Background: an optimization exercise with open tools, aiming at small area, a short achievable clock period and few clock cycles per item. Do not read the settings as production practice.
In this exercise RTL edits were held to simulation tests only and were not proved equivalent to the original.

job 6313:
## EC_TOP
module EC_TOP(
    clk, rst_n, in_valid,
    in_Px, in_Py, in_Qx, in_Qy, in_prime, in_a,
    out_valid, out_Rx, out_Ry
);
Size: about 2000 cells after synthesis, roughly 52 I/O pins, ~11000 um^2 of cells after synthesis.
==> module EC_TOP, before the edit <==
module EC_TOP(
    clk, rst_n, in_valid,
    in_Px, in_Py, in_Qx, in_Qy, in_prime, in_a,
    out_valid, out_Rx, out_Ry
);
input clk, rst_n, in_valid;
input [5:0] in_Px, in_Py, in_Qx, in_Qy, in_prime, in_a;
output reg out_valid;
output [5:0] out_Rx, out_Ry;
reg v1, v2;
always @(posedge clk or negedge rst_n) begin
    if (!rst_n) begin
        v1 <= 1'b0;
        v2 <= 1'b0;
    end else begin
        v1 <= in_valid;
        v2 <= v1;
    end
end
reg [5:1] p;         
reg [5:0] Px, Py, Qx, aq;
reg       dbl;
wire      in_dbl = (in_Px == in_Qx);
wire [5:0] rx;
always @(posedge clk) begin
    if (in_valid) begin
        p   <= in_prime[5:1];
        Px  <= in_Px;
        Py  <= in_Py;
        Qx  <= in_Qx;
        dbl <= in_dbl;
    end
end
always @(posedge clk) begin
    if (in_valid)
        aq <= in_dbl ? in_a : in_Qy;
    else if (v2)
        aq <= rx;
end
reg  [5:0] sv;
reg        sflip;
wire [5:0] y;
wire       flip;
always @(posedge clk) begin
    sv    <= y;
    sflip <= flip;
end
EC_COMB u_comb (
    .pu(p), .Px(Px), .Py(Py), .Qx(Qx), .aq(aq), .sv(sv),
    .ph(v2), .sflip(sflip), .dbl(dbl), .y(y), .rx(rx), .flip(flip)
);
always @(posedge clk)
    out_valid <= v2;
assign out_Rx = out_valid ? aq : 6'd0;
assign out_Ry = out_valid ? sv : 6'd0;
endmodule
clock: 90.0 ns
lec_check: 0
cap_margin: 20
core_margin: 2
core_utilization: 40
place_density: 0.75
slew_margin: 20
standard.sh (not shown) runs the stock make flow with config.mk's settings and CLKGATE_MAP_FILE= SYNTH_SCRIPT=/design/flow/synth_recipe.tcl, a recipe that flattens the netlist after the stock synthesis.
==> flow/flow/run.sh <==
#!/bin/bash
# Layout flow: the standard synthesis, then the combinational logic between the
# registers is re-mapped with a stronger ABC script (every register instance, its name
# and its cell type are kept as the standard synthesis made them), then the standard
# layout steps from floorplan to finish.
set -euo pipefail
HERE=$(pwd)
RES=$HERE/orfs/results/${FLOW_PLATFORM}/EC_TOP/base
LIB=$FLOW_HOME/platforms/${FLOW_PLATFORM}/lib/sky130_fd_sc_hd__tt_025C_1v80.lib
YOSYS=$FLOW_HOME/../tools/install/yosys/bin/yosys
[ -x "$YOSYS" ] || YOSYS=yosys

# 1. standard synthesis
bash standard.sh synth > std_synth.log 2>&1
cp $RES/1_2_yosys.v std_synth.v

# 2. re-map the combinational logic
DU=""
for c in $(cat flow/dont_use.txt); do DU="$DU -dont_use $c"; done
cat > resynth.ys <<EOT
read_liberty -ignore_miss_func $LIB
read_verilog std_synth.v
hierarchy -top $FLOW_TOP
setattr -mod -set keep_hierarchy 1 sky130_fd_sc_hd__*df* sky130_fd_sc_hd__*dl*
flatten
opt_clean -purge
tee -o resynth_before.txt stat -liberty $LIB
abc -script $HERE/flow/resynth.abc -liberty $LIB $DU
opt_clean -purge
hilomap -singleton -hicell sky130_fd_sc_hd__conb_1 HI -locell sky130_fd_sc_hd__conb_1 LO
splitnets
opt_clean -purge
select $FLOW_TOP
tee -o resynth_after.txt stat -liberty $LIB
write_verilog -noattr -nohex -nodec -selected resynth.v
EOT
$YOSYS -l resynth.log -q resynth.ys > /dev/null 2>&1
cp resynth.v $RES/1_2_yosys.v
rm -f $RES/1_synth.odb $RES/1_synth.sdc

# 3. standard layout from the new netlist
# the setup margin makes the resizer shorten every register-to-register path
# whose slack is under the margin (so paths longer than 90 - margin ns)
# ports get the smallest plain buffer rather than the resizer's pick (a delay cell)
export BUFFER_PORTS_ARGS="-buffer_cell sky130_fd_sc_hd__buf_1"
SETUP_SLACK_MARGIN=68 bash standard.sh > std_layout.log 2>&1
Other scripts of this flow, unchanged in this note and not shown: flow/flow/dont_use.txt, flow/flow/resynth.abc
Testbench counts of job 6313, summed over its fixed seeds: cycles 9,600, items 3,200.
The inputs of job 173 differ from those of job 6313 as listed below.
--- a/flow/design.v
+++ b/flow/design.v
@@ -6,7 +6,7 @@
 input clk, rst_n, in_valid;
 input [5:0] in_Px, in_Py, in_Qx, in_Qy, in_prime, in_a;
 output reg out_valid;
-output [5:0] out_Rx, out_Ry;
+output reg [5:0] out_Rx, out_Ry;
 reg v1, v2;
 always @(posedge clk or negedge rst_n) begin
     if (!rst_n) begin
@@ -21,25 +21,19 @@
 reg [5:0] Px, Py, Qx, aq;
 reg       dbl;
 wire      in_dbl = (in_Px == in_Qx);
-wire [5:0] rx;
 always @(posedge clk) begin
     if (in_valid) begin
         p   <= in_prime[5:1];
         Px  <= in_Px;
         Py  <= in_Py;
         Qx  <= in_Qx;
+        aq  <= in_dbl ? in_a : in_Qy;
         dbl <= in_dbl;
     end
 end
-always @(posedge clk) begin
-    if (in_valid)
-        aq <= in_dbl ? in_a : in_Qy;
-    else if (v2)
-        aq <= rx;
-end
 reg  [5:0] sv;
 reg        sflip;
-wire [5:0] y;
+wire [5:0] y, rx;
 wire       flip;
 always @(posedge clk) begin
     sv    <= y;
@@ -49,10 +43,11 @@
     .pu(p), .Px(Px), .Py(Py), .Qx(Qx), .aq(aq), .sv(sv),
     .ph(v2), .sflip(sflip), .dbl(dbl), .y(y), .rx(rx), .flip(flip)
 );
-always @(posedge clk)
+always @(posedge clk) begin
     out_valid <= v2;
-assign out_Rx = out_valid ? aq : 6'd0;
-assign out_Ry = out_valid ? sv : 6'd0;
+    out_Rx    <= v2 ? rx : 6'd0;
+    out_Ry    <= v2 ? y  : 6'd0;
+end
 endmodule
 module EC_COMB(pu, Px, Py, Qx, aq, sv, ph, sflip, dbl, y, rx, flip);
   input [5:1] pu;
- Job 6313 → job 173: non-clock buffer count rose by 29%, number of global-route vias before repair fell by about 2.4%.
- On summed instance area of the synthesized netlist, the lower figure sits with job 6313, not job 173.
- NOTE maximum net fanout on the critical path job 6313->job 173 decreased by a few percent
Testbench counts of job 173, summed over its fixed seeds: cycles 9,600, items 3,200.

## re-timing with driven ports
The results above use ideal ports. As a check the final layouts listed here were re-extracted and re-timed, cells and wires unchanged. Step 1, drivers: a clkbuf_16 drives clk and a buf_2 each remaining input, both assumed. Step 2, shift: input delay + t, output delay - t, t = (earliest + latest rising clock arrival at the registers) / 2. This alone moves slack from input paths to output paths. Three values: ideal, step 1, step 2; two values: the first two.
| run | shift t [ns] | setup slack, ns | hold slack, ns | clock arrival spread, ns | worst data-port slew with drivers (ns) |
|---|---|---|---|---|---|
| job 6313 | 0.327 | 69.948 / 69.948 / 69.883 | 0.358 / 0.358 / 0.358 | 0.011 / 0.011 | 0.04 |
| job 173 | 0.345 | 69.529 / 69.529 / 69.529 | 0.361 / 0.361 / 0.361 | 0.003 / 0.003 | 0.05 |
After both steps setup and hold are still met in every run listed. For job 6313, which loses most, drivers alone change the setup slack by 0.000 ns; drivers and shift together by -0.065 ns.
